From an optimization exercise on the open Yosys and OpenROAD flow, aimed at small area; shortcuts taken in it are not production practice.
Function was checked by simulation only, so behaviour that the tests miss may differ from the original.
Power is estimated from default activity; no workload was simulated.

File: flow/design.v
`timescale 1ns / 1ps
module prbs_gen
 #(
  parameter BIT_COUNT = 16,
  parameter  REMAINDER_SIZE = 11,
  parameter [REMAINDER_SIZE:0] CRC_POLYNOMIAL = 'b1010_0000_0001  
) (
  input clk,
  input resetb,
  input [REMAINDER_SIZE-1:0] seed_in,     
  output reg [BIT_COUNT-1:0] datout
);
reg [REMAINDER_SIZE:0] nCRC;                        
reg [REMAINDER_SIZE-1:0] poly_ip;
reg load_seed;
reg [(BIT_COUNT-1):0] data;
always_ff @(posedge clk or negedge resetb)
  if (!resetb) begin
    datout <= 'b0;
    poly_ip <= 'b0;
    load_seed <= 'b1;
  end else begin
    load_seed <= 'b0;
    datout <= data; 
    if (load_seed) poly_ip <= seed_in;
    else poly_ip <= nCRC[REMAINDER_SIZE:1];   
  end 
integer i;
always @ * begin
  nCRC = {poly_ip,^(CRC_POLYNOMIAL & {poly_ip,1'b0})};   
  for(i=1;i<BIT_COUNT;i=i+1) begin                      
    data[i-1] = nCRC[0];                                  
    nCRC = {nCRC,^(CRC_POLYNOMIAL & {nCRC[(REMAINDER_SIZE-1):0],1'b0})};   
  end
  data[(BIT_COUNT-1)] = nCRC[0];   
end
endmodule
`timescale 1ns / 1ps
module pulse_synchronizer(
    input clk,
    input in,
    output outb
    );
logic [1:0] ff_delay;
    always_ff @(posedge clk or posedge in)
      if (in) ff_delay <= 2'b00;
      else ff_delay <= {ff_delay[0],1'b1};
assign outb = ff_delay[1];
endmodule
`timescale 1ns / 1ps
module timer (
    input  wire  clk,
    input  wire  resetb,
    input  wire  enable,
    input  wire  reset_timer,
    output reg  timer_expires,
    output reg [31:0] display_digit    
    );
  localparam SEC_DIV100_CNT = 5;   
  localparam CLOCK_CNT_WIDTH = $clog2(SEC_DIV100_CNT);
  localparam  COUNTTIME = 180;
  localparam TIME_COUNT_WIDTH = $clog2(180);
  integer i;
  logic [CLOCK_CNT_WIDTH-1:0] second_cnt;   
  logic [6:0] loop_cnt;
  logic [TIME_COUNT_WIDTH-1:0] timer_cnt;
  wire  timer_finished = (timer_cnt == 0) && (loop_cnt == 0);
  always_ff @(posedge clk or negedge resetb)
    if (!resetb ) begin
      timer_expires <= 1'b0;
      second_cnt <= {CLOCK_CNT_WIDTH{1'b0}}; 
      loop_cnt <= 7'b0;
      display_digit <= 32'b0;
      timer_cnt <= COUNTTIME;   
    end else if (reset_timer) begin
      timer_expires <= 1'b0;
      second_cnt <= {CLOCK_CNT_WIDTH{1'b0}}; 
      loop_cnt <= 7'b0;
      display_digit <= 32'b0;
      timer_cnt <= COUNTTIME;    
    end else begin
       timer_expires <= timer_finished;
       for (i=0; i <= 5;i++) display_digit[4*(i+2) +: 4] <= (timer_cnt % (10**(i+1))) / (10 ** i);
	   for (i=0; i <= 1;i++) display_digit[4*i +: 4] <= (loop_cnt % (10**(i+1))) / (10 ** i);
       if (enable & ~timer_finished) begin
         if (second_cnt == SEC_DIV100_CNT) begin
             second_cnt <= {CLOCK_CNT_WIDTH{1'b0}};
            if (loop_cnt == 'd0) begin
              loop_cnt <= 'd99;
              if (timer_cnt != 0) timer_cnt <= timer_cnt - 1;
              else timer_cnt <= 0;            
            end else loop_cnt <= loop_cnt - 1;   
          end else second_cnt <= second_cnt + 1;  
        end   
      end
endmodule
`timescale 1ns / 1ps
module gameLogic(
    clk,
    resetb,
    start,              
    confirmSel,         
    switches,     
    timer_enable,
    timer_expires,       
    reset_timer,
    correctCode,   
    correctLoc,    
    gameStart,    
    codeBreak     
    );
    (* mark_debug = "true" *) input   clk;
    (* mark_debug = "true" *) input   resetb;
    (* mark_debug = "true" *) input   start;              
    (* mark_debug = "true" *) input   confirmSel;         
    input [15:0]  switches;     
    (* mark_debug = "true" *) output reg timer_enable;
    input  timer_expires;       
    output reg reset_timer;
    output reg [3:0] correctCode;  
    output reg [3:0] correctLoc;    
 (* mark_debug = "true" *) output reg       gameStart;    
 (* mark_debug = "true" *) output reg       codeBreak;     
 localparam [1:0] PREGAME = 0, GAMERUN = 1, CHECKCODE = 2, DONE =3;
 (* mark_debug = "true" *) logic [1:0] state;
 (* mark_debug = "true" *) logic [15:0] breakcode;   
 integer i,j;
 logic       userSetCode;
 logic [3:0] matchPt[4];
 logic [31:0] rotated_Code;
 logic [15:0] random_code;
 logic [15:0] playercode;
  prbs_gen i_prbs_gen(
    .clk (clk),
    .resetb (resetb),
    .seed_in(11'b111_1111_1110),   
    .datout(random_code)
    );
 assign rotated_Code = {playercode, playercode};
  always_comb begin
    for (i=0;i<4;i++)
      for (j=0;j<4;j++) matchPt[i][j] = ~|(rotated_Code[(i*4+(4*j)) +: 4] ^ breakcode[4*j +:4]);   
 end  
 always_ff @(posedge clk or negedge resetb)
   if (!resetb) begin
     correctCode <= 4'b0000;
     correctLoc <= 4'b0000;
     gameStart <= 1'b0;
     timer_enable <= 1'b0;
     codeBreak <= 1'b0;
     state <= PREGAME;
     breakcode <= 16'h0000;  
     playercode <= 16'h0000;
     reset_timer <= 1'b0;
     userSetCode <= 1'b0;
   end else begin
     case (state)
     PREGAME:
       begin
         if (start) begin
           state <= GAMERUN;
           reset_timer <= 1'b1;
           timer_enable <= 1'b1;
           gameStart <= 1'b0;
           breakcode <= (userSetCode) ? playercode : random_code;
         end else begin
           state <= PREGAME;
           if (confirmSel) begin
             playercode <= switches;
             userSetCode <= 1'b1;
           end
         end
       end
      GAMERUN:
        begin
          reset_timer <= 1'b0;
          userSetCode <= 1'b0;
          if (timer_expires) begin
            state <= DONE;
            timer_enable <= 1'b0;
          end else if (confirmSel) begin 
            playercode <= switches;
            state <= CHECKCODE;
          end
        end
      CHECKCODE:
        begin
          if (timer_expires) begin 
            state <= DONE;
            timer_enable <= 1'b0;
          end
          else begin
            gameStart <= 1'b1;
            correctLoc <= remapLED(matchPt[0]);
            correctCode <= remapLED(matchPt[0] | matchPt[1] | matchPt[2] | matchPt[3]);
            if (playercode == breakcode) begin
              state <= DONE;
              codeBreak <= 1'b1;
              timer_enable <= 1'b0;
            end else begin
              state <= GAMERUN;
              codeBreak <= 1'b0;
            end
          end
        end
       DONE: 
       begin
         if (start) begin
           state <= GAMERUN;
           reset_timer <= 1'b1;
           timer_enable <= 1'b1;
           gameStart <= 1'b0;
         end else state <= DONE;
       end
      endcase;
    end
function [3:0] remapLED;
  input [3:0] in;
  case(in)
    4'b0001, 4'b0010, 4'b0100, 4'b1000: remapLED = 4'b0001;
    4'b0011, 4'b0101, 4'b1001, 4'b0110, 4'b1010, 4'b1100: remapLED = 4'b0011; 
    4'b0111, 4'b1101, 4'b1110, 4'b1011: remapLED = 4'b0111;
    4'b1111: remapLED = 4'b1111;
    default: remapLED = 4'b0000;
  endcase
endfunction
endmodule
`timescale 1ns / 1ps
module colorLEDDriver(
    input  clk,
    input  resetb,
    input  startgame,
    input  breakcode,
    output logic green,
    output logic red,
    output logic blue
    );
    localparam PULSE_COUNT = 6;   
    localparam PULSE_CNT_WIDTH = $clog2(PULSE_COUNT);
    logic [PULSE_CNT_WIDTH-1:0]  pulse_cnt;
    always_ff @(posedge clk or negedge resetb)
      if (!resetb) begin
        pulse_cnt <= {PULSE_CNT_WIDTH{1'b0}};
        green <= 1'b0;
        red   <= 1'b0;
        blue  <= 1'b0;
      end else begin
        if (startgame) begin
          if (pulse_cnt == PULSE_COUNT) begin
            pulse_cnt <= {PULSE_CNT_WIDTH{1'b0}};
            if (breakcode) begin
              green <= ~green;
              red  <= 1'b0;
              blue <= 1'b0;
            end else begin
              green <= 1'b0;
              red <= ~red;
              blue <= 1'b0;
            end
          end else pulse_cnt <= pulse_cnt + 1;
        end
      end
endmodule
module eightSegmentLEDdriver (
  input  wire clk,
  input  wire resetb,
  input wire [31:0] digits,    
  output reg [7:0] AN,
  output [7:0] COUT
);
    localparam POSITION_CHANGE_CYCLE = 11;   
    localparam POSITION_CNT_WIDTH = $clog2(POSITION_CHANGE_CYCLE);
    logic [POSITION_CNT_WIDTH-1:0] change_position_cnt;  
    logic [2:0] digit_cnt;
    always_ff @(posedge clk or negedge resetb)
      if (!resetb) begin
        AN <= 8'b1111_1110;
        change_position_cnt <= {POSITION_CNT_WIDTH{1'b0}};
        digit_cnt <= 3'b000;
      end else begin
        if (change_position_cnt == POSITION_CHANGE_CYCLE) begin
           change_position_cnt <= {POSITION_CNT_WIDTH{1'b0}};
           digit_cnt <= digit_cnt + 1;
           AN <= {AN[6:0],AN[7]};
        end else change_position_cnt <= change_position_cnt + 1;
      end
     assign COUT = digitDisplayConvert(digits[4*digit_cnt +: 4],(digit_cnt == 'd2)); 
   function [7:0] digitDisplayConvert;
     input [3:0] value;
     input withDot;
     case (value)
        0:  digitDisplayConvert = {7'b0000001,~withDot}; 
        1:  digitDisplayConvert = {7'b1001111,~withDot}; 
        2:  digitDisplayConvert = {7'b0010010,~withDot}; 
        3:  digitDisplayConvert = {7'b0000110,~withDot}; 
        4:  digitDisplayConvert = {7'b1001100,~withDot}; 
        5:  digitDisplayConvert = {7'b0100100,~withDot}; 
        6:  digitDisplayConvert = {7'b0100000,~withDot}; 
        7:  digitDisplayConvert = {7'b0001111,~withDot}; 
        8:  digitDisplayConvert = {7'b0000000,~withDot}; 
        9:  digitDisplayConvert = {7'b0001100,~withDot};
        default: digitDisplayConvert = 8'b11111111;
      endcase
   endfunction 
endmodule     
`timescale 1ns / 1ps
module breakthecode(
    input clk,            
    input reset,
    input confirm,
    input start,
    input [15:0] switches,
    output [3:0] A,
    output [3:0] B,
    output [7:0] AN,
    output [7:0] CN,
    output red,
    output blue,
    output green
    );
wire [31:0] display_digit;
wire timer_expires;
wire timer_enable;
wire reset_timer;
wire reset_b;
wire reset_dclk_b;
wire confirm_b;
wire start_b;
wire select_timerDisplay;
wire codeBreak;
wire gameStart;
pulse_synchronizer isync_reset   (.clk(clk), .in(reset), .outb (reset_b));
pulse_synchronizer isync_confirm (.clk(clk), .in(confirm), .outb (confirm_b));
pulse_synchronizer isync_start   (.clk(clk), .in(start), .outb (start_b));
timer i_timer (
    .clk    (clk),
    .resetb (reset_b),
    .enable (timer_enable),           
    .reset_timer (reset_timer),
    .timer_expires (timer_expires),    
    .display_digit (display_digit)     
);
gameLogic i_gameLogic (
     .clk    (clk),
     .resetb (reset_b),
     .start  (~start_b),
     .confirmSel (~confirm_b),
     .switches (switches),
     .timer_enable (timer_enable),  
     .timer_expires (timer_expires),
     .reset_timer  (reset_timer),
     .correctCode (A),
     .correctLoc  (B),
     .gameStart   (gameStart),
     .codeBreak   (codeBreak)
);
eightSegmentLEDdriver i_LEDDriver (
    .clk    (clk),
    .resetb (reset_b),
    .digits(display_digit),
    .AN (AN),
    .COUT (CN)
);
colorLEDDriver i_colorLEDDriver (
    .clk  (clk),
    .resetb (reset_b),
    .startgame (gameStart),    
    .breakcode (codeBreak),    
    .green (green),   
    .red (red),     
    .blue (blue)     
 );
endmodule
File: flow/run.sh
#!/bin/bash
# synth_recipe.tcl (not shown) runs the flow's synth.tcl, then flattens the netlist and writes it again
# the make line also repeats each setting of config.mk as NAME=value (left out here)
make -C /OpenROAD-flow-scripts/flow DESIGN_CONFIG=/design/flow/config.mk WORK_HOME=/design/flow/orfs CLKGATE_MAP_FILE= SYNTH_SCRIPT=/design/flow/synth_recipe.tcl finish
File: flow/config.mk
export PLATFORM = sky130hd
export DESIGN_NAME = breakthecode
export DESIGN_NICKNAME = breakthecode
export VERILOG_FILES = /design/flow/design.v
export SDC_FILE = /design/flow/constraint.sdc
export NUM_CORES = 4
export LEC_CHECK = 0
export CAP_MARGIN = 20
export CORE_MARGIN = 2
export CORE_UTILIZATION = 40
export SLEW_MARGIN = 20
File: flow/constraint.sdc
create_clock -name core_clock -period 10.0 [get_ports {clk}]
set_input_delay 2.0000 -clock core_clock [delete_from_list [all_inputs] [get_ports {clk}]]
set_output_delay 2.0000 -clock core_clock [all_outputs]
set_load 0.01 [all_outputs]
==> run summary <==
- The capture instance of the worst register-to-register path is i_timer.display_digit[4].
- The run finished with no timing, DRC or antenna violations.
- VDD sags by at most 0.136 mV.
- The pin count of the biggest net entering global routing is 86.
- Counting instances in the post-synthesis netlist gives the leading cell types as sky130_fd_sc_hd__dfrtp_1, sky130_fd_sc_hd__nand2_1, sky130_fd_sc_hd__nor2_1.
- The number of global-route vias before repair is 7471.
- Port buffering added 45 buffers.
- For this run, asynchronously set or reset flops after synthesis account for 100%.
- The floorplan has 57 rows.
- The number of gates given a new drive strength after cts is 0.
- For this configuration, the core starts out at a cell density of 40.6%.
- The number of diodes is 0.
- Cells with a size suffix above 1 make up 12.2% of the layout.
- The met3 track demand over resource is 2.79%.
- The sum of overflow across all layers after global routing is 0.
- The kind of end point of the critical path is a primary output.
- The worst relative slew slack is 31.5%.
- In this run the biggest area consumer among cell types represents about a third of the synthesized area.
- Compared with the post-synthesis result, the final layout area differs by 12.0%.
- The share of the yosys chip area belonging to registers is 35.4%.
- TritonCTS built the clock tree.
- Wires add up to 22100 microns.
- The initial antenna violation count is 0.
- The number of flops mapped to enable cells by yosys is 0.
- The post-layout minimum cycle time is ~5.8 ns.
- The power consumption is roughly 3.2 mW.
- For flop-to-flop paths, the worst setup slack is 5.02 ns.
- The number of hold violations in the final report is 0.
- The largest fanout on the critical path is 12.
- In this run the remaining antenna-violating nets after routing total 0.
- The die is between 150 and 200 microns wide.
- Summing every instance area after synthesis gives 9800 sq um.
- The count of endpoints failing setup in the final report is 0.
- Global routing consumed, on the met2 layer, between 20 and 30% of the routing resources.
- The total core area is 24200 sq um.
- At the worst endpoint, the arrival time is ~3.8 ns.
- Using the TritonRoute via totals, the vias-per-cell ratio works out to 5.47.
- The number of pins with negative max-slew slack in the final report is 0.
- The required time of the worst setup path is ~8 ns.
- STA classifies the critical path startpoint as a flip-flop.
- The most common cell in the synthesized netlist is sky130_fd_sc_hd__dfrtp_1.
- For this run, the number of Yosys warnings is 7.
- From bottom edge to top edge, the die measures about 160 microns.
- In the final routed layout, each cell accounts on average for 15.4 microns.
- The clock latency of the later-clocked register in the worst-skew pair is 0.43 ns.
- For the worst flop-to-flop path, the logic depth is 16.
- The congestion estimate from routability-driven global placement came to 0.872.
- For this design the static power due to leakage is 4.48 nW.
- The synthesized design spends more area on one cell type than any other, namely sky130_fd_sc_hd__dfrtp_1.
- In this run the number of H-tree levels came out at 4.
- Averaged over all synthesized cells, the footprint is 8.84 sq um.
- The HPWL after detailed placement is 15400 microns.
- For this design, the CTS-stage hold fixing added 0 buffers.
- The source of the critical timing path is i_LEDDriver.digit_cnt[0].
- After filler insertion, the fill cell instance count of the layout stands at between 2000 and 2500.
- The instance count of the mapped netlist is 1109.
- The peak-usage layer in the global routing report is met2.
- The global router's overall resource usage is 17.6%.
- Adding up every negative setup slack in the final design gives 0 ns.
- Across the routed clock network, the largest skew measured is 0.0153 ns.
- The maximum count of clock buffers along a single path is 2.
- The beginning of the worst register-to-register path is i_timer.loop_cnt[3].
- The worst setup path is of the flip-flop to primary output kind.
- The first global-routing pass estimated 37600 microns of wire.
- Static timing analysis puts the maximum clock frequency at 171 MHz.
- The synthesized flop and latch total is between 100 and 150.
- The overall via count from detail_route is 7849.
- The number of ports placed on the die boundary is 47.
- The number of DRC violations after detailed-routing iteration 0 is ~720.
- After clock tree synthesis, the setup repair step added 0 buffers.
- After clock tree synthesis, the clock-pin slew on the worst setup and hold paths is ~0.07 ns.
- The max-cap check violation count is 0.
- The tightest min-delay check is of the flip-flop to async pin type.
- Setup repair after global routing left no endpoint under its margin.
- The worst path uses 58.4% of the clock period.
- The number of DRC violations after detailed routing is 0.
- The prevailing post-synth register cell is sky130_fd_sc_hd__dfrtp_1.
- Global routing used 24.7% of the available met1 tracks.
- The first TritonRoute pass finished after 5 iterations.
- CTS placed an instance of sky130_fd_sc_hd__clkbuf_16 at the clock tree root.
- Counting the buffers created by CTS gives 17.
- In the post-synthesis netlist, the biggest area contributors are sky130_fd_sc_hd__dfrtp_1, sky130_fd_sc_hd__xnor2_1, sky130_fd_sc_hd__nand2_1, sky130_fd_sc_hd__o21ai_0, sky130_fd_sc_hd__ha_1.
- The tree built by TritonCTS fans out to 138 sinks.
- For this design the ratio of total power to cell area is roughly 290 nW/um^2.
- The worst-margin pin slew is 1.03 ns.
- The number of nets at the end of the flow is ~1100.
- The number of unique standard cell types used by synthesis is 100.
- The overall die area is 25800 sq um.
==> cell families (layout without fill, tap and decap cells) <==
kind of cell | after synthesis | in the layout | share of synthesized area, %
compound gates | 294 | 294 | 21.6
flops | 138 | 138 | 35.4
simple gates | 365 | 365 | 18.8
fa+ha+maj | 30 | 30 | 3.76
buf+inv | 126 | 124 | 5.32
mux | 46 | 46 | 5.45
xor+xnor | 108 | 108 | 9.65
other cells | 2 | 5 | 0.0766
==> cell type report <==
type | instances | area [sq um] | area share [%]
Clock buffer | 17 | 425 | 3.88
Clock inverter | 15 | 173 | 1.57
Tap cell | 324 | 405 | 3.69
Multi-Input combinational cell | 848 | 5840 | 53.2
Sequential cell | 138 | 3470 | 31.6
Timing Repair Buffer | 52 | 514 | 4.68
Inverter | 40 | 150 | 1.37
==> worst max-delay path by stage <==
| stage | endpoint | slack [ns] | cells past startpoint |
|---|---|---|---|
| 2_1_floorplan | CN[2] | 5.67 | 8 |
| 3_3_place_gp | CN[7] | 4.74 | 8 |
| 3_5_place_dp | CN[7] | 4.65 | 8 |
| 4_1_cts | CN[7] | 4.17 | 8 |
| 5_1_grt | CN[7] | 3.89 | 8 |
| 6_report | CN[7] | 4.16 | 8 |
==> cells in the final DEF, fill, tap and decap left out, drive strengths merged, types with 19 or more instances in the layout <==
cell and n:
nand3 22, clkdlybuf4s50 45, xnor2 73, o21ai 87
mux2i 23, inv 48, nand4 21, a21oi 51
nor2 83, ha 27, mux2 19, nand2 113
dfrtp 126, nor3 30, xor2 35
==> per-stage QoR <==
step                      utilization [%]  cell area (sq um)  hold slack, ns  setup slack, ns  instances
after detailed placement             42.8              10400           0.335             4.65       1401
final                                45.4              11000           0.343             4.16       1434
after global placement               42.8              10400           0.333             4.74       1401
after CTS                            45.3              11000           0.349             4.17       1433
after global routing                 45.4              11000           0.355             3.89       1434
after floorplan                         -               9820           0.331             5.67       1112
==> worst max-delay path, cell delays in order, from the launching register on <==
cell	delay, ns
sky130_fd_sc_hd__dfrtp_1	0.53
sky130_fd_sc_hd__mux4_2	0.53
sky130_fd_sc_hd__nor2b_1	0.14
sky130_fd_sc_hd__a31oi_1	0.68
sky130_fd_sc_hd__inv_1	0.08
sky130_fd_sc_hd__o21ai_0	0.55
sky130_fd_sc_hd__a21boi_0	0.28
sky130_fd_sc_hd__o22ai_1	0.11
sky130_fd_sc_hd__clkdlybuf4s50_1	0.50
==> state kept, by name (all words and copies together) (netlist names), 3 cells and up <==
| signal | count |
|---|---|
| i_timer.timer_cnt | 8 |
| i_LEDDriver.AN | 8 |
| i_gameLogic.correctCode | 4 |
| i_gameLogic.playercode | 16 |
| i_colorLEDDriver.pulse_cnt | 3 |
| i_gameLogic.i_prbs_gen.datout | 16 |
| i_gameLogic.breakcode | 16 |
| i_timer.loop_cnt | 7 |
| i_timer.second_cnt | 3 |
| i_LEDDriver.digit_cnt | 3 |
| i_timer.display_digit | 18 |
| i_LEDDriver.change_position_cnt | 4 |
| i_gameLogic.correctLoc | 4 |
| i_gameLogic.i_prbs_gen.poly_ip | 11 |
==> per-layer routing <==
| metal | vias to the layer above | part of all wire, % |
|---|---|---|
| met3 | 19 | 2.4 |
| met5 | - | 0 |
| met2 | 131 | 47 |
| met1 | 3767 | 50 |
| li1 | 3932 | - |
| met4 | 0 | 0.95 |
==> power breakdown <==
| group | switching, mW | total, mW | leakage [nW] | internal (mW) |
|---|---|---|---|---|
| clock | 0.275 | 0.631 | 0.292 | 0.356 |
| sequential | 0.315 | 1.06 | 1.71 | 0.744 |
| combinational | 0.790 | 1.49 | 2.48 | 0.700 |

[re-timing with driven ports]
In the flow no input, the clock included, has a driving cell. The finished layout below was timed again as built, in two steps.
Step 1: set_driving_cell puts a clkbuf_16 on clk and a buf_2 on each other input, an assumption about the parent block.
Step 2 adds t to the input delays and takes it off the output delays; t is the mean of the earliest and latest rising clock arrival at the registers after step 1. Input paths then give back, and output paths get back, about the clock's delay inside the block.
Slacks: ideal ports / drivers / drivers and shift; pairs: ideal ports / drivers.
t, ns: 0.464
setup WS [ns]: 4.163 / 4.117 / 4.581
hold WS [ns]: 0.343 / 0.343 / 0.343
latest minus earliest clock arrival (ns): 0.016 / 0.016
worst data-port slew with drivers (ns): 0.04
After both steps setup and hold are still met in this run. The setup slack of this run moves by -0.046 ns with the drivers and by +0.418 ns with both steps.
